Background: an optimization exercise with open tools, aiming at small area and a short achievable clock period. Do not read the settings as production practice.
Only simulation tests tie the RTL to the original design; equivalence was not proved.
The flow treats the clock pin as an ideal source. Dropping or thinning the clock tree relies on that and would not hold on a real chip.
Power figures rest on the tool's default switching activity, not on a simulated workload.

== run A ==
Design fifo_sync, start of the top module:
module fifo_sync #(
     parameter Depth = 64,
     parameter Width = 8)
    (input clk,
     input  resetn,
     input [Width-1:0] data_in,
     input wr_en, rd_en,
     output [Width-1:0] data_out,
     output empty, full);
     reg  [7:0] ta;
     reg  [6:0] tb;
     reg        nempty;       
     reg        full_r;       
     wire do_read  = rd_en & nempty;
     wire do_write = wr_en & ~ta[7];
     wire up   = do_write & ~do_read;
     wire down = do_read & ~do_write;
     always @(posedge clk or negedge resetn)
        if (!resetn) begin
           ta      <= 8'b0;
           tb      <= 7'b0;
           nempty  <= 1'b0;
           full_r  <= 1'b0;
        end else if (up) begin
           if (tb[6]) begin                  
              tb <= 7'b0;
              ta <= {ta[6:0], 1'b1};
           end else
              tb <= {tb[5:0], 1'b1};
           nempty  <= 1'b1;
           full_r  <= ta[6] & tb[6];         
        end else if (down) begin
           if (!tb[0]) begin                 
              tb <= 7'b1111111;
              ta <= {1'b0, ta[7:1]};
           end else
              tb <= {1'b0, tb[6:1]};
           nempty  <= ta[0] | tb[1];         
           full_r  <= 1'b0;
        end
     assign empty = ~nempty;
     assign full  = full_r;
     wire [Depth:0] vn;
     genvar i;
     generate
        for (i = 0; i < Depth; i = i + 1) begin : dec
           wire a_gt  = ta[i / 8];
           wire a_ge  = (i / 8 == 0) ? 1'b1 : ta[(i / 8 + 7) % 8];
           wire b_gt  = (i % 8 == 7) ? 1'b0 : tb[i % 8 % 7];
           assign vn[i] = ~(a_gt | (a_ge & b_gt));
        end
  ...
==> flow/config.mk <==
export PLATFORM = sky130hd
export DESIGN_NAME = fifo_sync
export DESIGN_NICKNAME = fifo_sync
export VERILOG_FILES = /design/flow/design.v
export SDC_FILE = /design/flow/constraint.sdc
export NUM_CORES = 4
export LEC_CHECK = 0
export CAP_MARGIN = 20
export CORE_MARGIN = 2
export CORE_UTILIZATION = 50
export SETUP_SLACK_MARGIN = 2.25
export SLEW_MARGIN = 20
export SYNTH_HIERARCHICAL = 1
export SYNTH_MINIMUM_KEEP_SIZE = 0
==> flow/constraint.sdc <==
create_clock -name core_clock -period 4.0 [get_ports {clk}]
set_input_delay 0.8000 -clock core_clock [delete_from_list [all_inputs] [get_ports {clk}]]
set_output_delay 0.8000 -clock core_clock [all_outputs]
set_load 0.01 [all_outputs]
standard.sh (not shown) runs the stock make flow with config.mk's settings and CLKGATE_MAP_FILE= SYNTH_SCRIPT=/design/flow/synth_recipe.tcl, a recipe that flattens the netlist after the stock synthesis.
==> flow/flow/run.sh <==
#!/bin/bash
# The standard ORFS flow (standard.sh), except that the clock tree is built by
# flow/cts_hook.tcl: a two-level tree of root buffers (up to 4 on the clock
# port) feeding leaf buffers at the centres of balanced groups of flip-flops.
set -euo pipefail
here=$(pwd)
export PRE_CTS_TCL=$here/flow/cts_hook.tcl
export MYCTS_LEAVES=${MYCTS_LEAVES:-21}
export MYCTS_ROOTS=${MYCTS_ROOTS:-3}
# port buffers: a plain buffer rather than the delay cell ORFS picks by area
export BUFFER_PORTS_ARGS="-buffer_cell sky130_fd_sc_hd__buf_4"
bash standard.sh finish > "$here/orfs_make.log" 2>&1 || { tail -n 50 "$here/orfs_make.log"; exit 1; }
tail -n 5 "$here/orfs_make.log"
==> flow/flow/cts_hook.tcl <==
# PRE_CTS_TCL hook: build the clock tree by hand (see mycts.tcl) and make
# the clock_tree_synthesis call that cts.tcl makes next do nothing, so the
# rest of cts.tcl (legalisation, timing repair) runs on this tree.
source [file join [file dirname [info script]] mycts.tcl]
mycts_build $::env(MYCTS_LEAVES) $::env(MYCTS_ROOTS) \
  sky130_fd_sc_hd__clkbuf_16 sky130_fd_sc_hd__clkbuf_16
rename clock_tree_synthesis orfs_clock_tree_synthesis
proc clock_tree_synthesis { args } {
  puts "clock tree built by flow/cts_hook.tcl; TritonCTS not run"
  set_propagated_clock [all_clocks]
}
Other scripts of this flow, unchanged in this note and not shown: flow/flow/mycts.tcl
Run A went all the way through synthesis, placement and routing and the layout is clean on timing, DRC and antenna.
Input changes introduced in run B (baseline for comparison: run A):
Settings: CORE_UTILIZATION: 50 -> 55; SETUP_SLACK_MARGIN: 2.25 -> 2.2; TNS_END_PERCENT: unset -> 10.
diff --git a/flow/flow/run.sh b/flow/flow/run.sh
--- a/flow/flow/run.sh
+++ b/flow/flow/run.sh
@@ -7,7 +7,5 @@
 export PRE_CTS_TCL=$here/flow/cts_hook.tcl
 export MYCTS_LEAVES=${MYCTS_LEAVES:-21}
-export MYCTS_ROOTS=${MYCTS_ROOTS:-3}
-# port buffers: a plain buffer rather than the delay cell ORFS picks by area
-export BUFFER_PORTS_ARGS="-buffer_cell sky130_fd_sc_hd__buf_4"
+export MYCTS_ROOTS=${MYCTS_ROOTS:-4}
 bash standard.sh finish > "$here/orfs_make.log" 2>&1 || { tail -n 50 "$here/orfs_make.log"; exit 1; }
 tail -n 5 "$here/orfs_make.log"
--- outcome ---
Relative to run A, the number of buffers and inverters on the critical path of run B is lower by 1. For worst supply voltage drop on vdd, dividing the value from run A by the value from run B gives 0.843. Against run A, wire length on met2 in run B fell by a few percent. Number of search-and-repair iterations in the first detailed-routing pass: run B < run A. Run A → run B: cell area now smaller, global-route wire length before repair went down, total length of routed met3 wires decreased 13%.
The inputs of run C differ from those of run B as listed below.
Settings: swapping 2.2 for 2.25 in SETUP_SLACK_MARGIN; clearing TNS_END_PERCENT, which used to be 10; swapping 55 for 45 in CORE_UTILIZATION.
diff --git a/flow/flow/run.sh b/flow/flow/run.sh
--- a/flow/flow/run.sh
+++ b/flow/flow/run.sh
@@ -8,4 +8,6 @@
 export MYCTS_LEAVES=${MYCTS_LEAVES:-21}
 export MYCTS_ROOTS=${MYCTS_ROOTS:-4}
+# port buffers: a plain buffer rather than the delay cell ORFS picks by area
+export BUFFER_PORTS_ARGS="-buffer_cell sky130_fd_sc_hd__buf_4"
 bash standard.sh finish > "$here/orfs_make.log" 2>&1 || { tail -n 50 "$here/orfs_make.log"; exit 1; }
 tail -n 5 "$here/orfs_make.log"
## What came out
Final setup slack of the worst path (run C over run B): increase, 210 ps. Synthesized cell count: run B vs run C identical. Run C vs. run B: number of hold buffers added after cts shows no meaningful change, area growth from synthesis to layout shows an increase of 3.5 points, total power shows an increase of about 4%. Sort run C and run B by hold slack, ascending, and run C comes first. Against run B, run C reports a die area that is higher.
The inputs of run D differ from those of run C as listed below.
Settings: swapping 45 for 50 in CORE_UTILIZATION.
## What came out
Against run C, routed wire length in run D came out worse. Compared with run C, placement density in the core of run D is higher. On count of vias placed by the detailed router, run D tracks run C almost exactly. On number of global-route vias before repair: run D sits below run C. Between run D and run C, it is run D whose worst hold slack across all endpoints is higher, by 9.3 ps.
diff inputs: run D => run E
Settings: swapping 50 for 55 in CORE_UTILIZATION.
[summary]
Relative to run D, clock period minus worst slack has increased by 7.1 ps in run E.
Compared to run D, run E shows a narrower setup margin.
Per the comparison of run E with run D, total power went up by 0.11 mW; peak supply drop went up by about 30%.
Sort run D and run E by cell count asc -> top: run E
No run of this note takes its clock network from TritonCTS; it comes from the design's own scripts or RTL.

==> afterwards: timing with drivers on the ports <==
No port has a modelled driver above. Below, the same layouts with a new extraction and two added sets of constraints.
Step 1 (the two cells are an assumption about what drives the block):
set clk [get_ports {clk}]
set_driving_cell -lib_cell sky130_fd_sc_hd__clkbuf_16 $clk
set_driving_cell -lib_cell sky130_fd_sc_hd__buf_2 [delete_from_list [all_inputs] $clk]
Step 2, shift: input delay + t, output delay - t, t = (earliest + latest rising clock arrival at the registers) / 2. This alone moves slack from input paths to output paths.
a / b / c = ideal ports / drivers / drivers and shift; a / b = the first two.
| run | t (ns) | setup slack, ns | worst slew at a driven data input, ns | cell pins on the clock port's net |
|---|---|---|---|---|
| run A | 0.463 | 2.234 / 2.142 / 1.820 | 0.08 | 3 |
| run B | 0.461 | 1.978 / 1.861 / 1.659 | 0.26 | 4 |
| run C | 0.466 | 2.192 / 2.139 / 1.765 | 0.09 | 4 |
| run D | 0.466 | 2.241 / 2.141 / 1.853 | 0.09 | 4 |
| run E | 0.462 | 2.233 / 2.119 / 1.768 | 0.12 | 4 |
After both steps setup and hold are still met in every run listed. For run E, which loses most, drivers alone change the setup slack by -0.114 ns; drivers and shift together by -0.465 ns.
